Context: an optimization exercise on an open-source flow, tuned for small area and a short achievable clock period. The choices shown serve that exercise and are no tape-out recipe.
Function was checked by simulation only, so behaviour that the tests miss may differ from the original.

== build 86 ==
// sparq_dot8
module sparq_dot8 (
  input  logic         clk,
  input  logic         rstn,
  input  logic         w_load,
  input  logic [127:0] w_data,
  input  logic         in_valid,
  input  logic [31:0]  in_act,
  input  logic [15:0]  in_acc,
  output logic         out_valid,
  output logic [15:0]  out_data
);
export LEC_CHECK = 0
export ABC_AREA = 1
export CAP_MARGIN = 20
export CORE_MARGIN = 2
export CORE_UTILIZATION = 55
export CTS_CLUSTER_DIAMETER = 80
export CTS_CLUSTER_SIZE = 30
export PLACE_DENSITY = 0.65
export SLEW_MARGIN = 20
create_clock -name core_clock -period 11.0 [get_ports {clk}]
standard.sh (not shown) runs the stock make flow with config.mk's settings and CLKGATE_MAP_FILE= SYNTH_SCRIPT=/design/flow/synth_recipe.tcl, a recipe that flattens the netlist after the stock synthesis.
==> flow/flow/run.sh <==
#!/bin/bash
set -euo pipefail
export SETUP_SLACK_MARGIN=7.8
export BUFFER_PORTS_ARGS="-buffer_cell sky130_fd_sc_hd__buf_1"
bash standard.sh finish > orfs_make.log 2>&1
Build 86 completed every stage of the flow, and the final layout passed the timing, design-rule and antenna checks.
diff inputs: build 86 => build 13
# build 86
export LEC_CHECK = 0
export ABC_AREA = 1
export CAP_MARGIN = 20
export CORE_MARGIN = 2
export CORE_UTILIZATION = 55
export CTS_CLUSTER_DIAMETER = 80
export CTS_CLUSTER_SIZE = 30
export PLACE_DENSITY = 0.65
export SLEW_MARGIN = 20
create_clock -name core_clock -period 11.0 [get_ports {clk}]
# build 13
export LEC_CHECK = 0
export ABC_AREA = 1
export CAP_MARGIN = 20
export CORE_MARGIN = 2
export CORE_UTILIZATION = 55
export CTS_CLUSTER_DIAMETER = 80
export CTS_CLUSTER_SIZE = 30
export PLACE_DENSITY = 0.65
export SETUP_SLACK_MARGIN = 5
export SLEW_MARGIN = 20
create_clock -name core_clock -period 11.0 [get_ports {clk}]
==> flow/run.sh (new file) <==
#!/bin/bash
# synth_recipe.tcl (not shown) runs the flow's synth.tcl, then flattens the netlist and writes it again
# the make line also repeats each setting of config.mk as NAME=value (left out here)
make -C /OpenROAD-flow-scripts/flow DESIGN_CONFIG=/design/flow/config.mk WORK_HOME=/design/flow/orfs CLKGATE_MAP_FILE= SYNTH_SCRIPT=/design/flow/synth_recipe.tcl finish
removed: flow/flow/run.sh
removed: flow/standard.sh
Results
- Lower global routing met1 resource utilization goes to build 86 over build 13.
- The post-placement setup slack of build 13 was superior to that of build 86.
- Build 13 went all the way through the flow, and no timing, DRC or antenna check failed.
- Build 13 ended with less average wire per cell in the routed design than build 86.
Modified inputs, build 71 compared to build 13
# build 13
export LEC_CHECK = 0
export ABC_AREA = 1
export CAP_MARGIN = 20
export CORE_MARGIN = 2
export CORE_UTILIZATION = 55
export CTS_CLUSTER_DIAMETER = 80
export CTS_CLUSTER_SIZE = 30
export PLACE_DENSITY = 0.65
export SETUP_SLACK_MARGIN = 5
export SLEW_MARGIN = 20
create_clock -name core_clock -period 11.0 [get_ports {clk}]
# build 71
export LEC_CHECK = 0
export ABC_AREA = 1
export CAP_MARGIN = 20
export CORE_MARGIN = 2
export CORE_UTILIZATION = 55
export CTS_CLUSTER_DIAMETER = 100
export CTS_CLUSTER_SIZE = 25
export PLACE_DENSITY = 0.65
export SLEW_MARGIN = 20
create_clock -name core_clock -period 11.0 [get_ports {clk}]
==> flow/flow/run.sh (new file) <==
#!/bin/bash
set -euo pipefail
export SETUP_SLACK_MARGIN=7.5
bash standard.sh finish > orfs_make.log 2>&1
==> flow/standard.sh (new file) <==
#!/bin/bash
# synth_recipe.tcl (not shown) runs the flow's synth.tcl, then flattens the netlist and writes it again
# the make line also repeats each setting of config.mk as NAME=value (left out here)
make -C /OpenROAD-flow-scripts/flow DESIGN_CONFIG=/design/flow/config.mk WORK_HOME=/design/flow/orfs CLKGATE_MAP_FILE= SYNTH_SCRIPT=/design/flow/synth_recipe.tcl "${@:-finish}"
removed: flow/run.sh
### Flow results
- flop to primary output as the critical path start-end classification was reported by build 71, and flop to flop by build 13.
- Capture point of the critical path = pe[0].p_r[14]: build 13; capture point of the critical path = out_data[1]: build 71
- Maximum frequency of build 71 exceeds that of build 13 by more than 10%.
- Lower wire length on met3 goes to build 71 over build 13.
- Against build 13 as the reference, build 71 delivers a higher hold slack.
For build 12, these inputs were changed with respect to build 71:
# build 71
export LEC_CHECK = 0
export ABC_AREA = 1
export CAP_MARGIN = 20
export CORE_MARGIN = 2
export CORE_UTILIZATION = 55
export CTS_CLUSTER_DIAMETER = 100
export CTS_CLUSTER_SIZE = 25
export PLACE_DENSITY = 0.65
export SLEW_MARGIN = 20
create_clock -name core_clock -period 11.0 [get_ports {clk}]
# build 12
export LEC_CHECK = 0
export ABC_AREA = 1
export CAP_MARGIN = 20
export CORE_MARGIN = 2
export CORE_UTILIZATION = 55
export CTS_CLUSTER_DIAMETER = 80
export CTS_CLUSTER_SIZE = 30
export PLACE_DENSITY = 0.65
export SLEW_MARGIN = 20
create_clock -name core_clock -period 11.0 [get_ports {clk}]
==> flow/flow/run.sh <==
#!/bin/bash
set -euo pipefail
export SETUP_SLACK_MARGIN=7.8
export BUFFER_PORTS_ARGS="-buffer_cell sky130_fd_sc_hd__buf_2"
bash standard.sh finish > orfs_make.log 2>&1
- Total wire length after detailed routing delta (build 12 − build 71): unfavourable
- Cell count: lower on build 71
- Build 12 closes out successfully: all stages finished, all timing, DRC and antenna checks passed.
- On worst hold slack, build 71 and build 12 are basically level.
- Build 12 vs build 71, post-route minimum period went down by 0.074 ns.
Setup changes, build 12 to build 61
# build 12
export LEC_CHECK = 0
export ABC_AREA = 1
export CAP_MARGIN = 20
export CORE_MARGIN = 2
export CORE_UTILIZATION = 55
export CTS_CLUSTER_DIAMETER = 80
export CTS_CLUSTER_SIZE = 30
export PLACE_DENSITY = 0.65
export SLEW_MARGIN = 20
create_clock -name core_clock -period 11.0 [get_ports {clk}]
# build 61
export LEC_CHECK = 0
export ABC_AREA = 1
export CAP_MARGIN = 20
export CORE_MARGIN = 2
export CORE_UTILIZATION = 65
export CTS_CLUSTER_DIAMETER = 80
export CTS_CLUSTER_SIZE = 30
export PLACE_DENSITY = 0.72
export SLEW_MARGIN = 20
create_clock -name core_clock -period 11.0 [get_ports {clk}]
==> flow/flow/run.sh <==
#!/bin/bash
set -euo pipefail
export SETUP_SLACK_MARGIN=7.8
export BUFFER_PORTS_ARGS="-buffer_cell sky130_fd_sc_hd__buf_1"
bash standard.sh finish > orfs_make.log 2>&1
==> run summary <==
Every stage of the flow completed for build 61, and the final layout passed the timing, design-rule and antenna checks. The lower post-place setup slack came out of build 61. Wire length delta for build 61 relative to build 12: 500 µm lower. Looking at build 12 and build 61, the critical path depth is a wash. Lower met1 capacity usage during global routing goes to build 12 over build 61. Diff build 12 and build 61: clock buffer and inverter area fraction after layout lower in build 61. In build 61, the number of antenna violations at the first check in global routing came out 4 above the value in build 12. Build 61 vs. build 12: fraction of standard cell area that is sequential went up by 0.45 points. Comparing chip width for build 12 and build 61, the bigger number came from build 12. Slew at the pin closest to its max-slew limit up 0.012 ns in build 61 wrt build 12. The sum of met2 wire segment lengths after detailed routing reported for build 61 is greater than that of build 12 by 4.3%.

* * *

Starting RTL as in the previous note.
export LEC_CHECK = 0
export ABC_AREA = 1
export CAP_MARGIN = 20
export CORE_MARGIN = 2
export CORE_UTILIZATION = 55
export CTS_CLUSTER_DIAMETER = 80
export CTS_CLUSTER_SIZE = 30
export PLACE_DENSITY = 0.65
export SLEW_MARGIN = 20
export TNS_END_PERCENT = 30
create_clock -name core_clock -period 11.0 [get_ports {clk}]
==> flow/flow/run.sh <==
#!/bin/bash
set -euo pipefail
export SETUP_SLACK_MARGIN=7.8
export BUFFER_PORTS_ARGS="-buffer_cell sky130_fd_sc_hd__buf_1"
bash standard.sh finish > orfs_make.log 2>&1
The baseline completed with no timing, DRC or antenna violations.
Then changed:
==> flow/flow/run.sh (replaced) <==
#!/bin/bash
set -euo pipefail
export SETUP_SLACK_MARGIN=7.5
bash standard.sh finish > orfs_make.log 2>&1
--- a/flow/config.mk
+++ b/flow/config.mk
@@ -16 +15,0 @@
-export TNS_END_PERCENT = 30
The new run completed without violations.
Wire length decreases by 1.1%.
Die area does not change.
Non-clock buffer count falls by 11.
Setup slack gets worse by 0.11 ns.
Cell area is higher by about 0.6%.
Synthesized cell count stays the same.
First-iteration DRC count goes down by 11%.
Register-to-register slack is worse by 0.27 ns.
Flip-flop and latch count is unchanged.
Hold slack hardly moves.
Then changed:
==> flow/flow/run.sh (replaced) <==
#!/bin/bash
set -euo pipefail
export SETUP_SLACK_MARGIN=8.0
export BUFFER_PORTS_ARGS="-buffer_cell sky130_fd_sc_hd__buf_1"
bash standard.sh finish > orfs_make.log 2>&1
=> Via count climbs by 2.2%; wire length goes up by 1.3%; hold slack improved by 0.0037 ns.

==> re-timing with driven ports <==
The results above use ideal ports. As a check the final layouts listed here were re-extracted and re-timed, cells and wires unchanged. Step 1: set_driving_cell puts a clkbuf_16 on clk and a buf_2 on each other input, an assumption about the parent block. Step 2 times the ports against the registers' clock, not the clock port: input delays grow and output delays shrink by t, the midpoint of the rising clock arrivals with the driver on. Slacks: ideal / step 1 / step 2; pairs: ideal / step 1.
| run | t (ns) | setup WS [ns] | worst hold slack (ns) | clock arrival spread, ns | worst register clock-pin slew, ns |
|---|---|---|---|---|---|
| build 86 | 0.742 | 7.694 / 7.616 / 7.242 | 0.313 / 0.313 / 0.313 | 0.045 / 0.045 | 0.11 / 0.11 |
| build 13 | 0.774 | 7.007 / 7.007 / 6.972 | 0.313 / 0.313 / 0.313 | 0.035 / 0.034 | 0.11 / 0.11 |
| build 71 | 0.772 | 7.567 / 7.485 / 6.986 | 0.320 / 0.320 / 0.320 | 0.032 / 0.033 | 0.10 / 0.10 |
| build 12 | 0.790 | 7.641 / 7.564 / 7.172 | 0.320 / 0.320 / 0.320 | 0.045 / 0.045 | 0.11 / 0.11 |
| build 61 | 0.758 | 7.651 / 7.574 / 7.158 | 0.319 / 0.319 / 0.319 | 0.027 / 0.027 | 0.11 / 0.11 |
| the first run of note 2 | 0.742 | 7.688 / 7.610 / 7.172 | 0.314 / 0.314 / 0.314 | 0.045 / 0.045 | 0.11 / 0.11 |
| the second run of note 2 | 0.774 | 7.574 / 7.502 / 6.966 | 0.315 / 0.315 / 0.315 | 0.034 / 0.033 | 0.11 / 0.11 |
| the third run of note 2 | 0.781 | 7.643 / 7.563 / 7.311 | 0.319 / 0.319 / 0.319 | 0.037 / 0.036 | 0.12 / 0.12 |
After both steps setup and hold are still met in every run listed. The setup slack of the second run of note 2, which loses most, moves by -0.072 ns with the drivers and by -0.608 ns with both steps.
